Source: an optimization exercise on an open RTL-to-GDS flow (aim: small area, a short achievable clock period and few clock cycles per item). Production flows keep margins and buffers that such runs may drop. Function was checked by simulation only, so behaviour that the tests miss may differ from the original.

== build 3 ==
## mod_exp
module mod_exp(
    input clk,
    input rst,
    input start,
    input [31:0] base,
    input [31:0] exponent,
    input [31:0] modulus,
    output [31:0] result,
    output reg done
);
For scale: ~3900 cells after synthesis, ~180 flip-flops, ~130 I/O pins, about 34000 um^2 of cells after synthesis.
Settings: LEC_CHECK=0, ABC_AREA=0, CAP_MARGIN=20, CORE_MARGIN=2, CORE_UTILIZATION=60, PLACE_DENSITY=0.68, SLEW_MARGIN=20; clock period 95.0 ns.
standard.sh (not shown) runs the stock make flow with config.mk's settings and CLKGATE_MAP_FILE= SYNTH_SCRIPT=/design/flow/synth_recipe.tcl, a recipe that flattens the netlist after the stock synthesis.
==> flow/flow/run.sh <==
#!/bin/bash
# The standard layout, with timing repair aimed at a 20.2 ns cycle
# (the design's 95 ns clock less a 74.8 ns setup margin) instead of 95 ns.
set -euo pipefail
bash standard.sh SETUP_SLACK_MARGIN=74.8 finish > standard_flow.log 2>&1
Testbench counts of build 3, summed over its fixed seeds: cycles 24,137, ops 320.
Inputs modified between build 3 and build 75:
# build 3
export LEC_CHECK = 0
export ABC_AREA = 0
export CAP_MARGIN = 20
export CORE_MARGIN = 2
export CORE_UTILIZATION = 60
export PLACE_DENSITY = 0.68
export SLEW_MARGIN = 20
create_clock -name core_clock -period 95.0 [get_ports {clk}]
# build 75
export LEC_CHECK = 0
export ABC_AREA = 1
export CAP_MARGIN = 20
export CORE_MARGIN = 2
export CORE_UTILIZATION = 60
export PLACE_DENSITY = 0.68
export SLEW_MARGIN = 20
create_clock -name core_clock -period 95.0 [get_ports {clk}]
==> flow/flow/run.sh <==
#!/bin/bash
# The standard layout, with timing repair aimed at a 20.5 ns cycle
# (the design's 95 ns clock less a 74.5 ns setup margin) instead of 95 ns.
set -euo pipefail
bash standard.sh SETUP_SLACK_MARGIN=74.5 finish > standard_flow.log 2>&1
--- outcome ---
Worst-case setup margin in the final layout on build 75 is ahead of build 3.
Side by side, routed length on met2 turned out lower in build 75 than in build 3.
Although build 75 finished all stages, its layout failed final checks on capacitance limit, slew limit.
Build 75 vs build 3, hold slack went up by 0.0083 ns.
[inputs] build 85 vs build 75
==> flow/flow/run.sh <==
#!/bin/bash
# The standard layout, with timing repair aimed at a 20.2 ns cycle
# (the design's 95 ns clock less a 74.8 ns setup margin) instead of 95 ns.
set -euo pipefail
bash standard.sh SETUP_SLACK_MARGIN=74.8 finish > standard_flow.log 2>&1
Notes after the runs:
Diff build 85..build 75 | total count of hold-check failures in the final report | unchanged
From build 75 to build 85 the numbers moved as follows: sum of routed wire length over all layers rose 0.95%, setup slack picked up an extra 0.32 ns, number of antenna violations at the first check in global routing decreased 3.
Total of cells resized after clock tree synthesis, build 85 and build 75: smaller value in build 75
Build 85 went all the way through the flow, and no timing, DRC or antenna check failed.
Here is what was changed in the inputs of build 33 compared with build 85.
# build 85
export LEC_CHECK = 0
export ABC_AREA = 1
export CAP_MARGIN = 20
export CORE_MARGIN = 2
export CORE_UTILIZATION = 60
export PLACE_DENSITY = 0.68
export SLEW_MARGIN = 20
create_clock -name core_clock -period 95.0 [get_ports {clk}]
# build 33
export LEC_CHECK = 0
export ABC_AREA = 1
export CAP_MARGIN = 20
export CORE_MARGIN = 2
export CORE_UTILIZATION = 60
export PLACE_DENSITY = 0.68
export SLEW_MARGIN = 20
export SYNTH_HIERARCHICAL = 1
create_clock -name core_clock -period 95.0 [get_ports {clk}]
==> comparison <==
Build 33: done, clean on timing, DRC and antenna. Changes observed in build 33 relative to build 85: count of nets after finishing now larger; routed wire length went up. For filler cell count, dividing the value from build 33 by the value from build 85 gives 1.16. In the metrics for build 85 and build 33, the one carrying the lower first-pass GRT wire length is build 85.

========
## the reference run
mod_exp, a different RTL version from the one above (not shown whole).
Size in the first run: about 4200 cells after synthesis, ~180 flip-flops, about 130 I/O pins.
Settings: LEC_CHECK=0, ABC_AREA=1, CAP_MARGIN=20, CORE_MARGIN=2, CORE_UTILIZATION=40, SLEW_MARGIN=20; clock period 95.0 ns.
==> flow/flow/run.sh <==
#!/bin/bash
# The standard layout, with timing repair aimed at a 20.2 ns cycle
# (the design's 95 ns clock less a 74.8 ns setup margin) instead of 95 ns.
set -euo pipefail
bash standard.sh SETUP_SLACK_MARGIN=74.8 finish > standard_flow.log 2>&1
The reference run closes out successfully: all stages finished, all timing, DRC and antenna checks passed.
Testbench counts of the reference run, summed over its fixed seeds: cycles 25,883, ops 320.
Relative to the reference run, the following input files were edited for the trial run:
- CORE_UTILIZATION: 40 -> 60
- PLACE_DENSITY: unset -> 0.68
--- outcome ---
[the trial run vs the reference run] antenna diode instance count: lower in the trial run. Against the reference run, the trial run comes in 7.1% lower on number of standard cells in the layout, taps in and fillers out. Fill cell instance count of the final layout: the trial run vs the reference run down about 40%. The trial run vs. the reference run: slack of the worst reg-to-reg path now sits lower, global routing met3 resource utilization now sits higher, maximum clock rate now sits at about the same level, max-slew violation count now sits at about the same level. Routed wire length, the trial run vs the reference run: down by a few percent. The first-pass GRT wire length of the trial run was superior to that of the reference run. Taking the reference run as the reference, in the trial run setup slack saw a decrease; non-clock buffer count in the final layout saw a decrease.

-- afterwards: timing with drivers on the ports --
The results above use ideal ports. As a check the final layouts listed here were re-extracted and re-timed, cells and wires unchanged.
Step 1 sets driving cells, clkbuf_16 on the clock port and buf_2 on the other inputs (assumed; they add their load-dependent delay and slew).
Step 2 also shifts input and output timing later by t, the mid clock arrival at the registers, as if the neighbouring blocks saw the same clock.
Three values: ideal ports, drivers, drivers and shift; two values: the first two.
run	t, ns	setup WS [ns]	worst setup path after step 2	slew at the worst register clock pin (ns)	worst data-port slew with drivers (ns)
build 3	0.512	73.245 / 73.245 / 73.245	register to register	0.10 / 0.10	0.10
build 75	0.526	74.493 / 74.435 / 74.931	input to register	0.08 / 0.08	0.08
build 85	0.514	74.815 / 74.758 / 74.938	input to register	0.08 / 0.08	0.08
build 33	0.493	74.766 / 74.715 / 74.925	input to register	0.09 / 0.09	0.07
the reference run	0.510	74.820 / 74.768 / 74.855	input to register	0.08 / 0.08	0.05
the trial run	0.522	74.805 / 74.747 / 74.889	input to register	0.08 / 0.08	0.08
